This design comes from an exercise in tuning for small area and a short achievable clock period on the open sky130 flow, not from production work.
Function was checked by simulation only, so behaviour that the tests miss may differ from the original.
Power is estimated from default activity; no workload was simulated.

run 1:
## wallace_mult_top
module wallace_mult_top (
	input  wire        clk,
	input  wire        sext_a,
	input  wire        sext_b,
	input  wire [31:0] a,
	input  wire [31:0] b,
	output wire [63:0] out
);
reg  [31:0] a_r;
reg         ae_r;
reg  [15:0] one_r;
reg  [15:0] two_r;
reg  [15:0] neg_r;
reg         sel16_r;
integer i;
reg [15:0] one_d, two_d, neg_d;
reg        b2, b1, b0;
always @ (*) begin
	for (i = 0; i < 16; i = i + 1) begin
		b2 = b[2 * i + 1];
		b1 = b[2 * i];
		b0 = (i == 0) ? 1'b0 : b[2 * i - 1];
		one_d[i] = b1 ^ b0;
		two_d[i] = (b2 & ~b1 & ~b0) | (~b2 & b1 & b0);
		neg_d[i] = b2;
	end
end
always @ (posedge clk) begin
	a_r     <= a;
	ae_r    <= sext_a & a[31];
	one_r   <= one_d;
	two_r   <= two_d;
	neg_r   <= neg_d;
	sel16_r <= b[31] & ~sext_b;    
end
wire pp0_0;
wire pp0_1;
wire pp0_2;
wire pp0_3;
wire pp0_4;
wire pp0_5;
wire pp0_6;
wire pp0_7;
wire pp0_8;
wire pp0_9;
wire pp0_10;
wire pp0_11;
wire pp0_12;
wire pp0_13;
wire pp0_14;
wire pp0_15;
wire pp0_16;
wire pp0_17;
wire pp0_18;
wire pp0_19;
wire pp0_20;
wire pp0_21;
wire pp0_22;
wire pp0_23;
wire pp0_24;
wire pp0_25;
wire pp0_26;
wire pp0_27;
wire pp0_28;
wire pp0_29;
wire pp0_30;
wire pp0_31;
wire pp0_32;
wire pp0_33;
wire pp1_0;
wire pp1_1;
wire pp1_2;
wire pp1_3;
wire pp1_4;
wire pp1_5;
wire pp1_6;
wire pp1_7;
wire pp1_8;
wire pp1_9;
wire pp1_10;
wire pp1_11;
wire pp1_12;
wire pp1_13;
wire pp1_14;
wire pp1_15;
wire pp1_16;
wire pp1_17;
wire pp1_18;
wire pp1_19;
wire pp1_20;
wire pp1_21;
wire pp1_22;
wire pp1_23;
wire pp1_24;
wire pp1_25;
wire pp1_26;
wire pp1_27;
wire pp1_28;
wire pp1_29;
wire pp1_30;
wire pp1_31;
wire pp1_32;
wire pp1_33;
wire pp2_0;
wire pp2_1;
wire pp2_2;
wire pp2_3;
wire pp2_4;
wire pp2_5;
wire pp2_6;
wire pp2_7;
wire pp2_8;
wire pp2_9;
wire pp2_10;
wire pp2_11;
wire pp2_12;
wire pp2_13;
wire pp2_14;
wire pp2_15;
wire pp2_16;
wire pp2_17;
wire pp2_18;
wire pp2_19;
wire pp2_20;
wire pp2_21;
wire pp2_22;
wire pp2_23;
wire pp2_24;
wire pp2_25;
wire pp2_26;
wire pp2_27;
  ...
Size in the first run: about 190 flip-flops.
clock: 8.5 ns
lec_check: 0
cap_margin: 20
core_margin: 2
core_utilization: 40
setup_slack_margin: 4.0
slew_margin: 20
synth_hierarchical: 1
synth_minimum_keep_size: 0
run.sh (not shown) runs the stock make flow with config.mk's settings and CLKGATE_MAP_FILE= SYNTH_SCRIPT=/design/flow/synth_recipe.tcl, a recipe that flattens the netlist after the stock synthesis.
> inputs changed (run 1 -> run 2)
# run 1
export LEC_CHECK = 0
export CAP_MARGIN = 20
export CORE_MARGIN = 2
export CORE_UTILIZATION = 40
export SETUP_SLACK_MARGIN = 4.0
export SLEW_MARGIN = 20
export SYNTH_HIERARCHICAL = 1
export SYNTH_MINIMUM_KEEP_SIZE = 0
create_clock -name core_clock -period 8.5 [get_ports {clk}]
# run 2
export LEC_CHECK = 0
export CAP_MARGIN = 20
export CORE_MARGIN = 2
export CORE_UTILIZATION = 60
export SETUP_SLACK_MARGIN = 4.0
export SLEW_MARGIN = 20
export SYNTH_HIERARCHICAL = 1
export SYNTH_MINIMUM_KEEP_SIZE = 0
create_clock -name core_clock -period 8.5 [get_ports {clk}]
==> flow/flow/run.sh (new file) <==
#!/bin/bash
# The standard layout (standard.sh, with the standard flow's synthesis and settings), except that
# the port buffers that global placement inserts are buf_1 cells instead of the
# default choice. make's own output goes to standard.log; each tool's log is under
# orfs/logs/.
set -euo pipefail
bash standard.sh 'BUFFER_PORTS_ARGS=-buffer_cell sky130_fd_sc_hd__buf_1' finish > standard.log 2>&1
==> flow/standard.sh (new file) <==
#!/bin/bash
# synth_recipe.tcl (not shown) runs the flow's synth.tcl, then flattens the netlist and writes it again
# the make line also repeats each setting of config.mk as NAME=value (left out here)
make -C /OpenROAD-flow-scripts/flow DESIGN_CONFIG=/design/flow/config.mk WORK_HOME=/design/flow/orfs CLKGATE_MAP_FILE= SYNTH_SCRIPT=/design/flow/synth_recipe.tcl "${@:-finish}"
removed: flow/run.sh
--- outcome ---
When the final numbers for run 1 and run 2 were put side by side, the total wirelength of the detailed-routed design turned out to be greater in run 1.
In the reports for run 1 and run 2, the larger signed area change from the synthesized netlist to the final layout belongs to run 1.
Delta(layout clock buffer count, run 2 - run 1) > 0
Going from run 1 to run 2, post-route total power shrinks by about 5.6%.
Startpoint of the most critical setup path = y18_q: run 2; startpoint of the most critical setup path = y20_q: run 1
Setup slack: run 2 more than run 1
Run 2: arrival time at the worst endpoint is 0.02 ns lower than what run 1 reported.
Reported net switching power went down by a few percent going from run 1 to run 2.
Proportion of power drawn by the clock network: run 2 vs run 1 — no meaningful difference
## Diff of input files: run 3 against run 2
# run 2
export LEC_CHECK = 0
export CAP_MARGIN = 20
export CORE_MARGIN = 2
export CORE_UTILIZATION = 60
export SETUP_SLACK_MARGIN = 4.0
export SLEW_MARGIN = 20
export SYNTH_HIERARCHICAL = 1
export SYNTH_MINIMUM_KEEP_SIZE = 0
create_clock -name core_clock -period 8.5 [get_ports {clk}]
# run 3
export LEC_CHECK = 0
export CAP_MARGIN = 20
export CORE_MARGIN = 2
export CORE_UTILIZATION = 65
export SETUP_SLACK_MARGIN = 4.0
export SLEW_MARGIN = 20
export SYNTH_HIERARCHICAL = 1
export SYNTH_MINIMUM_KEEP_SIZE = 0
create_clock -name core_clock -period 8.5 [get_ports {clk}]
### Flow results
- Run 3: all stages complete, timing, DRC and antenna checks passed
- The standard cells in run 3 occupy less silicon area than those in run 2 do.
- Total power: run 3 below run 2
- Run 2 -> run 3: final wirelength decreased slightly
- Run 2 → run 3: global-route usage +3.6 points, sequential group power rose by about 3%, number of cells upsized or downsized after cts increased 6.
- [compare] base=run 2 new=run 3: maximum achievable frequency went down by 2.1%, via count went up by 97.
Inputs modified between run 3 and run 4:
# run 3
export LEC_CHECK = 0
export CAP_MARGIN = 20
export CORE_MARGIN = 2
export CORE_UTILIZATION = 65
export SETUP_SLACK_MARGIN = 4.0
export SLEW_MARGIN = 20
export SYNTH_HIERARCHICAL = 1
export SYNTH_MINIMUM_KEEP_SIZE = 0
create_clock -name core_clock -period 8.5 [get_ports {clk}]
# run 4
export LEC_CHECK = 0
export CAP_MARGIN = 20
export CORE_MARGIN = 2
export CORE_UTILIZATION = 40
export SETUP_SLACK_MARGIN = 4.3
export SLEW_MARGIN = 20
export SYNTH_HIERARCHICAL = 1
export SYNTH_MINIMUM_KEEP_SIZE = 0
create_clock -name core_clock -period 8.5 [get_ports {clk}]
==> flow/run.sh (new file) <==
#!/bin/bash
# synth_recipe.tcl (not shown) runs the flow's synth.tcl, then flattens the netlist and writes it again
# the make line also repeats each setting of config.mk as NAME=value (left out here)
make -C /OpenROAD-flow-scripts/flow DESIGN_CONFIG=/design/flow/config.mk WORK_HOME=/design/flow/orfs CLKGATE_MAP_FILE= SYNTH_SCRIPT=/design/flow/synth_recipe.tcl finish
removed: flow/flow/run.sh
removed: flow/standard.sh
### Flow results
Run 4 — clock network fraction of design power 0.3 points lower, run 3 as reference
[diff] final cell area excluding filler cells, run 4 relative to run 3: regression
Looking only at global-route wire length before repair, and setting everything else aside, the lower value of run 3 and run 4 goes to run 3.
Here is what was changed in the inputs of run 5 compared with run 4.
# run 4
export LEC_CHECK = 0
export CAP_MARGIN = 20
export CORE_MARGIN = 2
export CORE_UTILIZATION = 40
export SETUP_SLACK_MARGIN = 4.3
export SLEW_MARGIN = 20
export SYNTH_HIERARCHICAL = 1
export SYNTH_MINIMUM_KEEP_SIZE = 0
create_clock -name core_clock -period 8.5 [get_ports {clk}]
# run 5
export LEC_CHECK = 0
export CAP_MARGIN = 20
export CORE_MARGIN = 2
export CORE_UTILIZATION = 60
export SETUP_SLACK_MARGIN = 3.85
export SLEW_MARGIN = 20
export SYNTH_HIERARCHICAL = 1
export SYNTH_MINIMUM_KEEP_SIZE = 0
create_clock -name core_clock -period 8.5 [get_ports {clk}]
==> flow/flow/run.sh (new file) <==
#!/bin/bash
# The standard layout (standard.sh, with the standard flow's synthesis and settings), except that
# the port buffers that global placement inserts are buf_1 cells instead of the
# default choice. make's own output goes to standard.log; each tool's log is under
# orfs/logs/.
set -euo pipefail
bash standard.sh 'BUFFER_PORTS_ARGS=-buffer_cell sky130_fd_sc_hd__buf_1' finish > standard.log 2>&1
==> flow/standard.sh (new file) <==
#!/bin/bash
# synth_recipe.tcl (not shown) runs the flow's synth.tcl, then flattens the netlist and writes it again
# the make line also repeats each setting of config.mk as NAME=value (left out here)
make -C /OpenROAD-flow-scripts/flow DESIGN_CONFIG=/design/flow/config.mk WORK_HOME=/design/flow/orfs CLKGATE_MAP_FILE= SYNTH_SCRIPT=/design/flow/synth_recipe.tcl "${@:-finish}"
removed: flow/run.sh
--- outcome ---
- Per the comparison of run 5 with run 4, clock share of power now sits higher, share of cell area taken by flip-flops and latches now sits higher, register-to-register slack now sits lower, design area now sits lower.
- Comparing run 4 and run 5, count of cells resized by post-cts repair is higher on run 4.
- Clock insertion delay at the later pin of the skew report of run 4 is on par with run 5.
- Compared with run 4, run 5 shows a lower number of buffers other than clock buffers in the final layout.
- Fmax delta (run 5 − run 4): unfavourable
- Run 5: routed wire length is 11,000 µm lower than what run 4 reported.

* * *

wallace_mult_top again, from the RTL that the note above started with.
==> flow/config.mk <==
export PLATFORM = sky130hd
export DESIGN_NAME = wallace_mult_top
export DESIGN_NICKNAME = wallace_mult_top
export VERILOG_FILES = /design/flow/design.v
export SDC_FILE = /design/flow/constraint.sdc
export NUM_CORES = 4
export LEC_CHECK = 0
export CAP_MARGIN = 20
export CORE_MARGIN = 2
export CORE_UTILIZATION = 60
export SETUP_SLACK_MARGIN = 4.15
export SLEW_MARGIN = 20
export SYNTH_HIERARCHICAL = 1
export SYNTH_MINIMUM_KEEP_SIZE = 0
==> flow/constraint.sdc <==
create_clock -name core_clock -period 8.5 [get_ports {clk}]
set_input_delay 1.7000 -clock core_clock [delete_from_list [all_inputs] [get_ports {clk}]]
set_output_delay 1.7000 -clock core_clock [all_outputs]
set_load 0.01 [all_outputs]
standard.sh (not shown) runs the stock make flow with config.mk's settings and CLKGATE_MAP_FILE= SYNTH_SCRIPT=/design/flow/synth_recipe.tcl, a recipe that flattens the netlist after the stock synthesis.
==> flow/flow/run.sh <==
#!/bin/bash
# The standard layout (standard.sh, with the standard flow's synthesis and settings), except that
# the port buffers that global placement inserts are buf_1 cells instead of the
# default choice. make's own output goes to standard.log; each tool's log is under
# orfs/logs/.
set -euo pipefail
bash standard.sh 'BUFFER_PORTS_ARGS=-buffer_cell sky130_fd_sc_hd__buf_1' finish > standard.log 2>&1
Rerun with:
==> flow/run.sh (new file) <==
#!/bin/bash
# synth_recipe.tcl (not shown) runs the flow's synth.tcl, then flattens the netlist and writes it again
# the make line also repeats each setting of config.mk as NAME=value (left out here)
make -C /OpenROAD-flow-scripts/flow DESIGN_CONFIG=/design/flow/config.mk WORK_HOME=/design/flow/orfs CLKGATE_MAP_FILE= SYNTH_SCRIPT=/design/flow/synth_recipe.tcl finish
--- a/flow/config.mk
+++ b/flow/config.mk
@@ -8 +8 @@
-export CAP_MARGIN = 20
+export CAP_MARGIN = 0
@@ -10,3 +10,3 @@
-export CORE_UTILIZATION = 60
-export SETUP_SLACK_MARGIN = 4.15
-export SLEW_MARGIN = 20
+export CORE_UTILIZATION = 40
+export SETUP_SLACK_MARGIN = 4.0
+export SLEW_MARGIN = 0
removed: flow/flow/run.sh
removed: flow/standard.sh
Effect:
- total power is higher by 4.7%
- final cell count is higher by 9.9%
- core utilization is lower by 20 points
Rerun with:
--- a/flow/config.mk
+++ b/flow/config.mk
@@ -8 +8 @@
-export CAP_MARGIN = 0
+export CAP_MARGIN = 20
@@ -10 +10 @@
-export CORE_UTILIZATION = 40
+export CORE_UTILIZATION = 75
@@ -12 +12 @@
-export SLEW_MARGIN = 0
+export SLEW_MARGIN = 20
Worst setup slack is worse by 0.090 ns; critical path depth climbs by 1; final cell count came out lower by about 12%; global-route usage increases by 21 points; worst hold slack degrades by 0.13 ns; power is lower by 0.74%; design area decreases by 2.5%; count of clock-buffer cells in the layout goes up by 5; clock power went down by 16%; non-clock buffer count rose by 3; sequential power barely changes.
Rerun with:
==> flow/flow/run.sh (new file) <==
#!/bin/bash
# The standard layout (standard.sh, with the standard flow's synthesis and settings), except that
# the port buffers that global placement inserts are buf_1 cells instead of the
# default choice. make's own output goes to standard.log; each tool's log is under
# orfs/logs/.
set -euo pipefail
bash standard.sh 'BUFFER_PORTS_ARGS=-buffer_cell sky130_fd_sc_hd__buf_1' finish > standard.log 2>&1
==> flow/standard.sh (new file) <==
#!/bin/bash
# synth_recipe.tcl (not shown) runs the flow's synth.tcl, then flattens the netlist and writes it again
# the make line also repeats each setting of config.mk as NAME=value (left out here)
make -C /OpenROAD-flow-scripts/flow DESIGN_CONFIG=/design/flow/config.mk WORK_HOME=/design/flow/orfs CLKGATE_MAP_FILE= SYNTH_SCRIPT=/design/flow/synth_recipe.tcl "${@:-finish}"
--- a/flow/config.mk
+++ b/flow/config.mk
@@ -10 +10 @@
-export CORE_UTILIZATION = 75
+export CORE_UTILIZATION = 55
removed: flow/run.sh
=> The new run completed without violations; flip-flop and latch count is unchanged; synthesized area does not change; first-iteration DRC count went down by well over a third.

* * *

Starting RTL as in the previous note.
export LEC_CHECK = 0
export CAP_MARGIN = 20
export CORE_MARGIN = 2
export CORE_UTILIZATION = 40
export CTS_CLUSTER_DIAMETER = 200
export CTS_CLUSTER_SIZE = 30
export SETUP_SLACK_MARGIN = 4.0
export SLEW_MARGIN = 20
export SYNTH_HIERARCHICAL = 1
export SYNTH_MINIMUM_KEEP_SIZE = 0
create_clock -name core_clock -period 8.5 [get_ports {clk}]
run.sh (not shown) runs the stock make flow with config.mk's settings and CLKGATE_MAP_FILE= SYNTH_SCRIPT=/design/flow/synth_recipe.tcl, a recipe that flattens the netlist after the stock synthesis.
Stock flow here: none of the scripts above is used.
Edit:
Settings changed: CORE_UTILIZATION 40 to 60, CTS_CLUSTER_DIAMETER 200 to not set, CTS_CLUSTER_SIZE 30 to not set, TNS_END_PERCENT set to 30.
Design area came out lower by 1.7%.
Clock-buffer cell count does not change.
Via count barely changes.
Edit:
==> flow/flow/run.sh (new file) <==
#!/bin/bash
# The standard layout (standard.sh, with the standard flow's synthesis and settings), except that
# the port buffers that global placement inserts are buf_1 cells instead of the
# default choice. make's own output goes to standard.log; each tool's log is under
# orfs/logs/.
set -euo pipefail
bash standard.sh 'BUFFER_PORTS_ARGS=-buffer_cell sky130_fd_sc_hd__buf_1' SKIP_GATE_CLONING=1 finish > standard.log 2>&1
==> flow/standard.sh (new file) <==
#!/bin/bash
# synth_recipe.tcl (not shown) runs the flow's synth.tcl, then flattens the netlist and writes it again
# the make line also repeats each setting of config.mk as NAME=value (left out here)
make -C /OpenROAD-flow-scripts/flow DESIGN_CONFIG=/design/flow/config.mk WORK_HOME=/design/flow/orfs CLKGATE_MAP_FILE= SYNTH_SCRIPT=/design/flow/synth_recipe.tcl "${@:-finish}"
Settings changed: TNS_END_PERCENT 30 to not set.
removed: flow/run.sh
Maximum frequency increases by about 1.5%; setup slack is better by 0.067 ns; register-to-register slack is better by 0.10 ns; area after synthesis does not change; routed wire length decreases by about 0.6%; first-iteration DRC count decreases by 2.5%.
Edit:
==> flow/run.sh (new file) <==
#!/bin/bash
# synth_recipe.tcl (not shown) runs the flow's synth.tcl, then flattens the netlist and writes it again
# the make line also repeats each setting of config.mk as NAME=value (left out here)
make -C /OpenROAD-flow-scripts/flow DESIGN_CONFIG=/design/flow/config.mk WORK_HOME=/design/flow/orfs CLKGATE_MAP_FILE= SYNTH_SCRIPT=/design/flow/synth_recipe.tcl finish
removed: flow/flow/run.sh
removed: flow/standard.sh
Maximum frequency stays flat; global-route usage came out higher by 0.19 points; combinational power increases by about 5%; die area stays the same; cell area increases by 2.7%; routed wire length barely changes; via count goes up by 0.71%; non-clock buffer count is lower by 4; synthesized cell count stays the same; sequential share of layout area goes down by 0.31 points; setup slack hardly moves.

static timing again, ports no longer ideal:
How much do the figures lean on ideal ports? The routed layouts below were timed once more, with nothing changed but the port constraints.
Step 1, drivers: a clkbuf_16 drives clk and a buf_2 each remaining input, both assumed.
Step 2 also shifts input and output timing later by t, the mid clock arrival at the registers, as if the neighbouring blocks saw the same clock.
Slacks: ideal ports / drivers / drivers and shift; pairs: ideal ports / drivers.
run | t, ns | setup slack, ns | latest minus earliest clock arrival (ns)
run 1 | 0.577 | 3.979 / 3.922 / 4.080 | 0.025 / 0.025
run 2 | 0.572 | 4.003 / 3.940 / 4.059 | 0.027 / 0.026
run 3 | 0.563 | 3.904 / 3.843 / 4.018 | 0.020 / 0.020
run 4 | 0.559 | 4.012 / 3.954 / 4.310 | 0.022 / 0.022
run 5 | 0.570 | 3.915 / 3.853 / 3.969 | 0.026 / 0.025
the first run of note 2 | 0.578 | 3.945 / 3.887 / 4.214 | 0.030 / 0.030
the second run of note 2 | 0.575 | 3.981 / 3.921 / 4.021 | 0.022 / 0.022
the third run of note 2 | 0.544 | 3.891 / 3.831 / 3.968 | 0.011 / 0.010
the fourth run of note 2 | 0.577 | 3.963 / 3.899 / 3.996 | 0.021 / 0.021
the first run of note 3 | 0.577 | 3.979 / 3.922 / 4.080 | 0.025 / 0.025
the second run of note 3 | 0.562 | 3.936 / 3.877 / 3.959 | 0.028 / 0.028
the third run of note 3 | 0.572 | 4.003 / 3.940 / 4.059 | 0.027 / 0.026
the fourth run of note 3 | 0.561 | 4.006 / 3.946 / 4.090 | 0.029 / 0.029
After both steps setup and hold are still met in every run listed.
